From an optimization exercise on the open Yosys and OpenROAD flow, aimed at small area and a short achievable clock period; shortcuts taken in it are not production practice.
Only simulation tests tie the RTL to the original design; equivalence was not proved.
No activity file was given, so power comes from the tool's default toggle rates.

**design.v**
```verilog
module Slice(A, B, din, rA, rD,
             dx,
             aD, aB, aR, aL, aA,
             bD, bB, bR, bA,
             a, an, bn);
input  A, B, din, rA, rD;
input  dx;
input  aD, aB, aR, aL, aA;
input  bD, bB, bR, bA;
output a, an, bn;
wire an1, an2, bn1, bn2;
assign a = A ^ (din & dx);
AOI222 u0(din, aD, B, aB, rA, aR, an1);
AOI22  u1(rD, aL, a, aA, an2);
assign an = ~(an1 & an2);
AOI22  u2(din, bD, B, bB, bn1);
AOI22  u3(rA, bR, a, bA, bn2);
assign bn = ~(bn1 & bn2);
endmodule
module AOI222(a1, a2, b1, b2, c1, c2, y);
input  a1, a2, b1, b2, c1, c2;
output y;
assign y = ~((a1 & a2) | (b1 & b2) | (c1 & c2));
endmodule
module AOI22(a1, a2, b1, b2, y);
input  a1, a2, b1, b2;
output y;
assign y = ~((a1 & a2) | (b1 & b2));
endmodule
module GS(a3,a2,a1,a0,
          b3,b2,b1,b0);
input  a3,a2,a1,a0;
output b3,b2,b1,b0;
wire x23 = a2 ^ a3;
assign b0 = ~(a0 | a1) ^ x23;
assign b1 = (a0 & ~(a1 ^ a2)) ^ x23;
assign b2 = a1 ^ a2 ^ (a3 & (a0 ^ (a1 & ~a2)));
assign b3 = a0 ^ (a3 & (a1 ^ (a0 & a2)));
endmodule
module LDMAC(clk,rst,
             load_s1,load_s2,
             load_k,
             load_m,
             din,
             dout,
             dout_valid,
             done);
input            clk,rst;
input            load_s1,load_s2;
output reg       load_k;
output reg       load_m;
input     [63:0] din;
output    [63:0] dout;
output reg       dout_valid;
output reg       done;
localparam [5:0] F12 = 6'd60;
localparam [5:0] F27 = 6'd5;
reg s2A;     
reg xph;     
reg sw;      
reg pf;      
reg pm;      
reg em;      
reg kb;      
reg kl;      
wire X1  = xph & ~s2A;
wire X2  = xph & s2A;
wire P1  = pm & ~s2A;
wire P2  = pm & s2A;
wire P1F = pf & ~s2A;
wire P2F = pf & s2A;
wire KA1 = kl & ~kb & ~s2A;
wire KA2 = kl & ~kb & s2A;
wire KB1 = kb & ~s2A;
wire KB2 = kb & s2A;
wire E1  = em & ~kb & ~s2A;
wire E2  = em & ~kb & s2A;
wire E1F = sw & ~xph & ~pf & ~s2A;
wire E2F = sw & ~xph & ~pf & s2A;
reg [2:0] blok;
wire bu  = (blok == 3'd7);
wire [5:0] rc;
wire t12 = (r == F12);
wire t27 = (r == F27);
wire lfsr_clr = X2 | KA1 | KA2 | P1F | P2F | E1F | E2F;
wire nX1  = ~rst & (P2F | E2F) | rst;
wire nX2  = ~rst & X1;
wire nP1  = ~rst & ((X2 & ~bu) | (P1 & ~t12));
wire nP1F = ~rst & P1 & t12;
wire nP2  = ~rst & (P1F | (P2 & ~t12));
wire nP2F = ~rst & P2 & t12;
wire nKA1 = ~rst & X2 & bu;
wire nKB1 = ~rst & KA1;
wire nE1  = ~rst & (KB1 | (E1 & ~t27));
wire nE1F = ~rst & E1 & t27;
wire nKA2 = ~rst & E1F;
wire nKB2 = ~rst & KA2;
wire nE2  = ~rst & (KB2 | (E2 & ~t27));
wire nE2F = ~rst & E2 & t27;
wire n2  = nX2 | nP2 | nP2F | nKA2 | nKB2 | nE2 | nE2F;    
wire nsw = nX1 | nX2 | nP1F | nP2F | nE1F | nE2F;          
wire npk = nP1 | nP2 | nKA1 | nKA2;                        
wire nrp = nP1 | nP2 | nKB1 | nKB2 | nE1 | nE2;            
wire nem = nKB1 | nKB2 | nE1 | nE2;                        
wire nsx = nX1 | nX2 | nE1F | nE2F;                        
wire npf = nP1F | nP2F;                                    
reg d1, d2;      
reg w1, w2;      
reg r1, r2;      
reg e1, e2;      
reg h1;          
reg x1, x2;      
reg f1, f2;      
reg q1, q2;      
always @(posedge clk) begin
    d1 <= (nsw & n2) | (npk & ~n2);
    d2 <= (nsw & ~n2) | (npk & n2);
    w1 <= nsw & ~n2;  w2 <= nsw & n2;
    r1 <= nrp & ~n2;  r2 <= nrp & n2;
    e1 <= nem & ~n2;  e2 <= nem & n2;
    h1 <= nsw ^ n2;
    x1 <= nsx & ~n2;  x2 <= nsx & n2;
    f1 <= npf & ~n2;  f2 <= npf & n2;
    q1 <= ~nsw & n2;  q2 <= ~nsw & ~n2;
end
always @(posedge clk) begin
    s2A <= nX2 | nP2 | nP2F | nKA2 | nKB2 | nE2 | nE2F;
    xph <= nX1 | nX2;
    sw  <= nX1 | nX2 | nP1F | nP2F | nE1F | nE2F;
    pf  <= nP1F | nP2F;
    pm  <= nP1 | nP2;
    em  <= nKB1 | nKB2 | nE1 | nE2;
    kb  <= nKB1 | nKB2;
    kl  <= nKA1 | nKB1 | nKA2 | nKB2;
end
always @(posedge clk) begin
    dout_valid <= ~rst & (E1 | E2) & t27;
    done       <= ~rst & E2 & t27;
    load_k     <= ~rst & ((X2 & bu) | KA1 | E1F | KA2);
    load_m     <= X2;
    blok       <= rst ? 3'd0 : blok + {2'd0, X2};
end
reg [5:0] r;
assign rc = {r[4:0], ~(r[5] ^ r[4])};
always @(posedge clk) begin
    r <= lfsr_clr ? 6'd0 : rc;
end
reg  [127:0] k;
wire [127:0] kuo;
assign kuo = {k[17:16], k[31:18], k[11:0], k[15:12], k[127:32]};
always @(posedge clk) begin
    if (kl) k[63:0] <= din;
    else    k[63:0] <= kuo[63:0];
    if (kb) k[127:64] <= k[63:0];
    else    k[127:64] <= kuo[127:64];
end
wire [31:0] kw  = kb ? din[31:0] : k[63:32];
wire [31:0] ck;
assign ck[15:0]  = {16{~em}} | kw[15:0];
assign ck[31:16] = {16{em}} & kw[31:16];
wire nrst = ~rst;
reg  [63:0] A, B;
wire [63:0] a, an, bn, rA, rD;
wire dx = rst | xph;                               
wire aD = rst ? load_s1 : ((load_s1 & d1) | (load_s2 & d2));    
wire aB = nrst & ((w2 & ~load_s1) | (w1 & ~load_s2));        
wire aR = nrst & ((r1 & ~load_s1) | (r2 & ~load_s2));        
wire aL = nrst & ((e1 & load_s1) | (e2 & load_s2));          
wire aA = ~(aD | aB | aR | aL);                              
wire bD = (nrst & h1) ? load_s1 : load_s2;                   
wire bA = nrst & ((x1 & ~load_s1) | (x2 & ~load_s2));        
wire bR = nrst & ((f1 & ~load_s1) | (f2 & ~load_s2));        
wire bB = rst ? ~load_s2 : ((q1 & ~load_s1) | (q2 & ~load_s2));    
wire [63:0] pA, pD;
genvar i, m;
generate
    for (i = 0; i < 16; i = i + 1) begin : g_sb
        wire [3:0] sa, sd;
        GS sbA(A[4*i+3],   A[4*i+2],   A[4*i+1],   A[4*i],   sa[3], sa[2], sa[1], sa[0]);
        GS sbD(din[4*i+3], din[4*i+2], din[4*i+1], din[4*i], sd[3], sd[2], sd[1], sd[0]);
        for (m = 0; m < 4; m = m + 1) begin : g_pm
            assign pA[4*(4*((m-i+16)%4) + i/4) + m] = sa[m];
            assign pD[4*(4*((m-i+16)%4) + i/4) + m] = sd[m];
        end
    end
endgenerate
wire [63:0] cv;
generate
    for (i = 0; i < 16; i = i + 1) begin : g_cv
        assign cv[4*i]   = ck[i];
        assign cv[4*i+1] = ck[16+i];
        assign cv[4*i+2] = 1'b0;
        assign cv[4*i+3] = (i < 6) ? rc[i] : (i == 15);
    end
endgenerate
assign rA = pA ^ cv;
assign rD = pD ^ cv;
generate
    for (i = 0; i < 64; i = i + 1) begin : g_bit
        Slice sl(A[i], B[i], din[i], rA[i], rD[i],
                 dx,
                 aD, aB, aR, aL, aA,
                 bD, bB, bR, bA,
                 a[i], an[i], bn[i]);
    end
endgenerate
always @(posedge clk) begin
    A <= an;
    B <= bn;
end
assign dout = A;
endmodule
```
**flow/run.sh**
```bash
#!/bin/bash
set -euo pipefail
export BUFFER_PORTS_ARGS="-buffer_cell sky130_fd_sc_hd__buf_2"
bash standard.sh ABC_LOAD_IN_FF=2 finish > standard_flow.log 2>&1
```
**standard.sh**
```bash
#!/bin/bash
# synth_recipe.tcl (not shown) runs the flow's synth.tcl, then flattens the netlist and writes it again
# the make line also repeats each setting of config.mk as NAME=value (left out here)
make -C /OpenROAD-flow-scripts/flow DESIGN_CONFIG=/design/flow/config.mk WORK_HOME=/design/flow/orfs CLKGATE_MAP_FILE= SYNTH_SCRIPT=/design/flow/synth_recipe.tcl "${@:-finish}"
```
**config.mk**
```make
export PLATFORM = sky130hd
export DESIGN_NAME = LDMAC
export DESIGN_NICKNAME = LDMAC
export VERILOG_FILES = /design/flow/design.v
export SDC_FILE = /design/flow/constraint.sdc
export NUM_CORES = 4
export LEC_CHECK = 0
export CAP_MARGIN = 20
export CORE_MARGIN = 2
export CORE_UTILIZATION = 35
export CTS_CLUSTER_DIAMETER = 150
export CTS_CLUSTER_SIZE = 25
export SETUP_SLACK_MARGIN = 3.0
export SLEW_MARGIN = 20
export SYNTH_HIERARCHICAL = 1
export TNS_END_PERCENT = 0
```
**constraint.sdc**
```tcl
create_clock -name core_clock -period 5.0 [get_ports {clk}]
set_input_delay 1.0000 -clock core_clock [delete_from_list [all_inputs] [get_ports {clk}]]
set_output_delay 1.0000 -clock core_clock [all_outputs]
set_load 0.01 [all_outputs]
```
==> impl_metrics.ini <==
[synthesis]
avgSynthCellArea_sq_um = 9.665
synth_most_common_cell = nand2_1
ys.flop_type = dfxtp_1
synth-seq-cells = 292
synth_top_area_share_pct = 37.40
yosys.area.top_type = dfxtp_1
yosys_warnings = 7
synth-edff-count = 0
synthTopCellsByCount = nand2_1 (294), dfxtp_1 (292), a22oi_1 (195)
synth.cell_area_sq_um = 15630
syn_inst = 1617
synth_nets = 1723
ys_types = 43
yosys-top-cells-area = dfxtp_1 (37%), mux2_2 (13%), a22oi_1 (9.4%), xnor2_1 (9.1%), xor2_1 (7.7%)
synth_seq_area_share_pct = 37.40
ys_async_sr_fraction_pct = 0

[worst_setup_path]
r2r-end = A[33]
critPathLaunchType = input pin
critPathCaptureType = register
r2r_slack_ns = 2.94
required_ns = 5.44
reg2reg_depth = 7
critical_path_arrival_ns = 2.55
crit_fanout = 41
setup.worst_path.class = in2reg
r2r_start = A[13]

[sta]
tns_ns = 0
finalCritPeriodShare_pct = 42.05
setup_viol = 0
layout_min_cycle_time_ns = 2.103
hold_viol_final = 0
relSlewSlack_pct = 35.28
finClkSkew_ns = 0.04569
fin_hold_ws_ns = 0.4314
tightest_slew_ns = 0.9709
max_freq_mhz = 475.6
rsz0062_at_grt = true
finalMaxSlewViolations = 0

[power_and_ir_drop]
powerDensity_nw_per_um2 = 644.8
finalPower_uw = 11830
leakagePower_uw = 0.007482
ir_drop_mv = 0.2178

[placement]
post-dp-hpwl_mm = 34.41
portBuffers = 135
gp_congestion = 0.8299

[global_route]
antenna_found_initial = 3
grt-ovfl-total = 0
grt_max_degree = 65
grt_pass1_vias = 13140
grt_usage_pct = 22.33
grt_first_pass_wirelength_mm = 80.71

[drt]
ant_nets = 0
num_vias = 13620
dr.pass1.iters = 13
drc = 0
drt-total-wl_mm = 54.38
drt-vias-per-instance = 5.690
drtIter0Drc = 1506
routedWlPerCell_um = 22.72

[hold_path]
hold_path_depth = 1
min_from = k[71]
hold_end = k[39]
hold_class = reg2reg

[die]
initial_utilization_pct = 35.42
dieArea_sq_um = 46360
die-height_um = 215.3
die-width_um = 215.3
ios = 136
rows = 77
core_area_sq_um = 44120

[flow_run]
max_cap_violations = 0

[cts]
htree_levels = 1
cts_tree = done
cts-root-buf = clkbuf_16
clk_pin_slew_worst_paths_ns = 0.11
cts_buffer_depth = 3
clk_latency_ns = 0.53
cts_sinks = 292
cts_buffers = 15

[finish]
layout-drive-gt1-share_pct = 26.26
layout.nets = 1906
regArea_sq_um = 6088
multi_input_area_sq_um = 9617
final_util_pct = 41.57
area_growth_pct = 17.36
nFillCells = 4408

[status]
status = no timing/DRC/antenna violations
## per-module statistics from Yosys (local to each module, per instance)
module  cells  times used  area (sq um)  flip-flops and latches
LDMAC     689           1          9183                     292
GS         13          32         96.34                       0
Slice       4          64         20.02                       0
AOI222      1          64         10.01                       0
AOI22       1         192         7.507                       0
## worst max-delay path, cell delays in order
cell and delay [ns]:
buf_6 0.25, clkinvlp_4 0.23, a21boi_2 0.29, a31o_4 0.20
buf_12 0.26, a22oi_1 0.15, nand2_1 0.10
## routing by layer
layer	track usage [%]	vias to the layer above	wire (um)
met5	0	-	30
met4	7.931	4	1675
met3	3.864	77	4390
met2	36.13	641	25140
met1	29.89	6666	23140
li1	-	6234	-
## what timing repair did
item                       4_1_cts  5_1_grt
hold buffers                     0        0
hold endpoints to repair         0        0
setup endpoints to repair      197      196
gates cloned                     1        1
setup buffers                    5       34
pin swaps                        1        1
resized for setup               83       92
## worst max path at each step
stage | from | to | depth (start not counted)
floorplan | rst | A[0] | 6
global placement | rst | A[36] | 7
detailed placement | rst | B[11] | 7
CTS | A[14] | dout[14] | 1
global route | load_s1 | A[8] | 8
finish | rst | B[37] | 7
## metrics by stage
step | setup WS, ns | cell area [sq um] | std cells
after floorplan | 1.444 | 15730 | 1617
after global placement | 1.845 | 17160 | 2333
after detailed placement | 1.752 | 17180 | 2334
after CTS | 2.832 | 17800 | 2358
after global routing | 2.872 | 18340 | 2394
final | 2.897 | 18340 | 2394
## sequential cells by signal, indices dropped and copies added (netlist names), 3 cells and up
register  flops
r             6
B            64
A            64
k           128
blok          3
## layout by cell type, fill, tap and decap left out, drive strengths merged, types with 2 or more instances in the layout
master,synthesis,final
clkbuf,1,18
nor2,49,49
buf,25,189
a21oi,6,6
inv,47,48
ha,38,38
nor4,4,4
a222oi,64,64
xor2,138,138
nand3,2,2
a22o,32,32
o31a,2,2
nor3,2,2
mux2,176,176
or2,3,3
a22oi,195,195
and2,7,7
mux2i,16,16
xnor2,163,163
nand2b,11,11
nand2,294,294
o21ai,35,35
nor2b,3,3
a31o,1,2
dfxtp,292,292
## logic make-up (layout without fill, tap and decap cells)
kind of cell / Yosys count / in the layout / share of synthesized area [%]
xor gates and xnor gates: 301 / 301 / 16.87
and+or+nand+nor: 380 / 380 / 9.767
AOI/OAI and AO/OA: 341 / 342 / 17.24
other: 0 / 1 / 0
DFF: 292 / 292 / 37.40
adders and majority gates: 38 / 38 / 3.042
buffers and inverters: 73 / 256 / 1.977
muxes: 192 / 192 / 13.71
## power breakdown
group / switching (uW) / total [uW] / internal (uW) / leakage [uW]
Clock: 801 / 1360 / 556 / 0.000195
Combinational: 3220 / 5950 / 2730 / 0.00481
Sequential: 959 / 4520 / 3560 / 0.00248
Total: 4980 / 11800 / 6840 / 0.00748
## cell type report
type | count | area share (%)
Timing Repair Buffer | 191 | 7.176
Sequential cell | 292 | 33.19
Clock inverter | 2 | 0.09550
Inverter | 47 | 0.9823
Multi-Input combinational cell | 1253 | 52.43
Antenna cell | 1 | 0.01364
Clock buffer | 16 | 2.067
Tap cell | 592 | 4.038

-- afterwards: timing with drivers on the ports --
Ports are ideal in the flow. The routed layout listed here was re-timed in OpenROAD.
Step 1: set_driving_cell puts a clkbuf_16 on clk and a buf_2 on each other input, an assumption about the parent block.
Step 2 times the ports against the registers' clock, not the clock port: input delays grow and output delays shrink by t, the midpoint of the rising clock arrivals with the driver on.
Three values: no drivers, after step 1, after step 2; two values: the first two.
shift t [ns]: 0.558
slack for setup (ns): 2.897 / 2.859 / 2.357
worst hold slack (ns): 0.431 / 0.431 / 0.431
worst slew at a driven data input, ns: 0.07
After both steps this run still meets setup and hold. The setup slack of this run moves by -0.038 ns with the drivers and by -0.540 ns with both steps.
